From an optimization exercise on the open Yosys and OpenROAD flow, aimed at small area; shortcuts taken in it are not production practice. Function was checked by simulation only, so behaviour that the tests miss may differ from the original. Power is estimated from default activity; no workload was simulated.

## build 86
==> module sc_rx, before the edit <==
module sc_rx(clk, rst, en, srx, pop, rd, push, nz, head);
input        clk;
input        rst;
input        en;
input        srx;
input        pop;
output       push;
output       nz;
input        rd;      
output [7:0] head;
reg s1, s2;
always @(posedge clk)
  if (rst) begin s1 <= 1'b0; s2 <= 1'b0; end
  else begin s1 <= srx; s2 <= s1; end
localparam [2:0] IDLE = 3'd0, START = 3'd1, PREP = 3'd2, BIT = 3'd3,
                 ENDB = 3'd4, STOP = 3'd5, PUSH = 3'd6, PUSHF = 3'd7;
reg [2:0] st;
reg [3:0] rc;
reg [8:0] sh;       
reg       rpush;
wire      rc7 = (rc == 4'd7);
wire      rc0 = (rc == 4'd0);
wire [3:0] rcm = rc - 1'b1;
always @(posedge clk)
  if (rst) begin
    st <= IDLE; rpush <= 1'b0;
  end else if (en) begin
    case (st)
      IDLE:  begin rpush <= 1'b0; rc <= 4'd14; if (!s2) st <= START; end
      START: begin rpush <= 1'b0; if (rc7) st <= s2 ? IDLE : PREP; rc <= rcm; end
      PREP:  begin sh <= 9'h100; if (rc0) st <= BIT; rc <= rcm; end
      BIT:   begin if (rc0) st <= ENDB; if (rc7) sh <= {s2, sh[8:1]}; rc <= rcm; end
      ENDB:  begin st <= sh[0] ? STOP : BIT; rc <= 4'd14; end
      STOP:  begin if (rc7) st <= s2 ? PUSH : PUSHF; rc <= rcm; end
      PUSH:  begin
               rpush <= 1'b1;
               if (s2) st <= IDLE;
               else begin rc <= 4'd14; st <= START; end
             end
      PUSHF: if (s2) begin rpush <= 1'b1; st <= IDLE; end
    endcase
  end
assign push = rpush & ~en;
reg [7:0] mem [0:15];
reg [3:0] top, bot;
reg       full;
assign nz   = full | (top != bot);
reg [7:0] grp [0:3];
reg [7:0] head_r;
integer   hi, hj;
always @* begin
  head_r = 8'h00;
  for (hj = 0; hj < 4; hj = hj + 1) begin
    grp[hj] = 8'h00;
    for (hi = 0; hi < 4; hi = hi + 1)
      grp[hj] = grp[hj] | (mem[{hj[1:0], hi[1:0]}] & {8{bot[1:0] == hi[1:0]}});
    head_r = head_r | (grp[hj] & {8{rd & (bot[3:2] == hj[1:0])}});
  end
end
assign head = head_r;
always @(posedge clk)
  if (push & ~full) mem[top] <= sh[8:1];
always @(posedge clk)
  if (rst) begin
    top <= 4'd0; bot <= 4'd0; full <= 1'b0;
  end else
    case ({push, pop})
      2'b10: if (~full) begin
               top <= top + 1'b1;
               if (top + 4'd1 == bot) full <= 1'b1;
             end
      2'b01: if (nz) begin bot <= bot + 1'b1; full <= 1'b0; end
      2'b11: begin top <= top + 1'b1; bot <= bot + 1'b1; end
      default: ;
    endcase
endmodule
==> flow/config.mk <==
export PLATFORM = sky130hd
export DESIGN_NAME = top
export DESIGN_NICKNAME = top
export VERILOG_FILES = /design/flow/design.v
export SDC_FILE = /design/flow/constraint.sdc
export NUM_CORES = 4
export LEC_CHECK = 0
export CAP_MARGIN = 20
export CORE_MARGIN = 2
export CORE_UTILIZATION = 65
export PLACE_DENSITY = 0.75
export SLEW_MARGIN = 20
==> flow/constraint.sdc <==
create_clock -name core_clock -period 8.0 [get_ports {clk}]
set_input_delay 1.6000 -clock core_clock [delete_from_list [all_inputs] [get_ports {clk}]]
set_output_delay 1.6000 -clock core_clock [all_outputs]
set_load 0.01 [all_outputs]
standard.sh (not shown) runs the stock make flow with config.mk's settings and CLKGATE_MAP_FILE= SYNTH_SCRIPT=/design/flow/synth_recipe.tcl, a recipe that flattens the netlist after the stock synthesis.
==> flow/flow/run.sh <==
#!/bin/bash
# Own layout flow: the standard flow (standard.sh) with two ORFS
# variables changed:
#   - port buffers use the smallest buffer cell (buf_1);
#   - clock tree: clkbuf_4 leaf clusters of at most 10 sinks, no dummy loads.
# Everything else (synthesis, floorplan, power grid, taps, routing) is the
# standard flow's. The full make output goes to flow_make.log here.
set -uo pipefail
bash standard.sh \
  "BUFFER_PORTS_ARGS=-buffer_cell sky130_fd_sc_hd__buf_1" \
  "CTS_ARGS=-sink_clustering_enable -repair_clock_nets -dont_use_dummy_load -buf_list sky130_fd_sc_hd__clkbuf_4 -sink_clustering_size 10 -sink_clustering_max_diameter 50" \
  finish > flow_make.log 2>&1
status=$?
tail -n 30 flow_make.log
exit $status
Per the final summary, build 86 finished and its layout is clean on timing, DRC and antenna.
For build 28, these inputs were changed with respect to build 86:
==> flow/design.v, changed modules only <==
module sc_rx(clk, rst, en, srx, pop, rd, push, nz, head);
input        clk;
input        rst;
input        en;
input        srx;
input        pop;
output       push;
output       nz;
input        rd;      
output [7:0] head;
reg s1, s2;
always @(posedge clk)
  if (rst) begin s1 <= 1'b0; s2 <= 1'b0; end
  else begin s1 <= srx; s2 <= s1; end
localparam [2:0] IDLE = 3'd0, START = 3'd1, PREP = 3'd2, BIT = 3'd3,
                 ENDB = 3'd4, STOP = 3'd5, PUSH = 3'd6;
reg [2:0] st;
reg [3:0] rc;
reg [8:0] sh;       
reg       ferr;
reg       rpush;
wire      rc7 = (rc == 4'd7);
wire      rc0 = (rc == 4'd0);
wire [3:0] rcm = rc - 1'b1;
always @(posedge clk)
  if (rst) begin
    st <= IDLE; rpush <= 1'b0;
  end else if (en) begin
    case (st)
      IDLE:  begin rpush <= 1'b0; rc <= 4'd14; if (!s2) st <= START; end
      START: begin rpush <= 1'b0; if (rc7) st <= s2 ? IDLE : PREP; rc <= rcm; end
      PREP:  begin sh <= 9'h100; if (rc0) st <= BIT; rc <= rcm; end
      BIT:   begin if (rc0) st <= ENDB; if (rc7) sh <= {s2, sh[8:1]}; rc <= rcm; end
      ENDB:  begin st <= sh[0] ? STOP : BIT; rc <= 4'd14; end
      STOP:  begin if (rc7) begin ferr <= ~s2; st <= PUSH; end rc <= rcm; end
      PUSH:  if (s2) begin rpush <= 1'b1; st <= IDLE; end
             else if (~ferr) begin rpush <= 1'b1; rc <= 4'd14; st <= START; end
      default: st <= IDLE;
    endcase
  end
assign push = rpush & ~en;
reg [7:0] mem [0:15];
reg [3:0] top, bot;
reg       full;
assign nz   = full | (top != bot);
reg [7:0] grp [0:3];
reg [7:0] head_r;
integer   hi, hj;
always @* begin
  head_r = 8'h00;
  for (hj = 0; hj < 4; hj = hj + 1) begin
    grp[hj] = 8'h00;
    for (hi = 0; hi < 4; hi = hi + 1)
      grp[hj] = grp[hj] | (mem[{hj[1:0], hi[1:0]}] & {8{bot[1:0] == hi[1:0]}});
    head_r = head_r | (grp[hj] & {8{rd & (bot[3:2] == hj[1:0])}});
  end
end
assign head = head_r;
always @(posedge clk)
  if (push & ~full) mem[top] <= sh[8:1];
always @(posedge clk)
  if (rst) begin
    top <= 4'd0; bot <= 4'd0; full <= 1'b0;
  end else
    case ({push, pop})
      2'b10: if (~full) begin
               top <= top + 1'b1;
               if (top + 4'd1 == bot) full <= 1'b1;
             end
      2'b01: if (nz) begin bot <= bot + 1'b1; full <= 1'b0; end
      2'b11: begin top <= top + 1'b1; bot <= bot + 1'b1; end
      default: ;
    endcase
endmodule
Findings:
Against build 86, overall power in build 28 came out worse.
There was hardly any difference in share of final layout cell area taken by clock buffers and inverters between build 86 and build 28.
Build 28 and build 86 ended up with nearly the same full die area.
Final setup slack of the worst path delta for build 28 relative to build 86: 220 ps lower
First-iteration DRC count, build 28 vs build 86: up by a few percent
[compare] base=build 86 new=build 28: final instance area roughly the same, area used by sequential logic in the layout higher, number of cells in the finished layout apart from fillers roughly the same, half-perimeter wire length after placement higher.

## port drivers added, routing unchanged
No port has a modelled driver above. Below, the same layouts with a new extraction and two added sets of constraints.
Step 1, drivers: a clkbuf_16 drives clk and a buf_2 each remaining input, both assumed.
Step 2 adds t to the input delays and takes it off the output delays; t is the mean of the earliest and latest rising clock arrival at the registers after step 1. Input paths then give back, and output paths get back, about the clock's delay inside the block.
Three values: no drivers, after step 1, after step 2; two values: the first two.
| run | t (ns) | slack for setup (ns) | slew at the worst register clock pin (ns) | cell pins on the clock port's net |
|---|---|---|---|---|
| build 86 | 0.776 | 3.818 / 3.818 / 3.818 | 0.12 / 0.12 | 1 |
| build 28 | 0.784 | 3.599 / 3.599 / 3.599 | 0.12 / 0.12 | 1 |
After both steps every run listed still meets setup and hold.
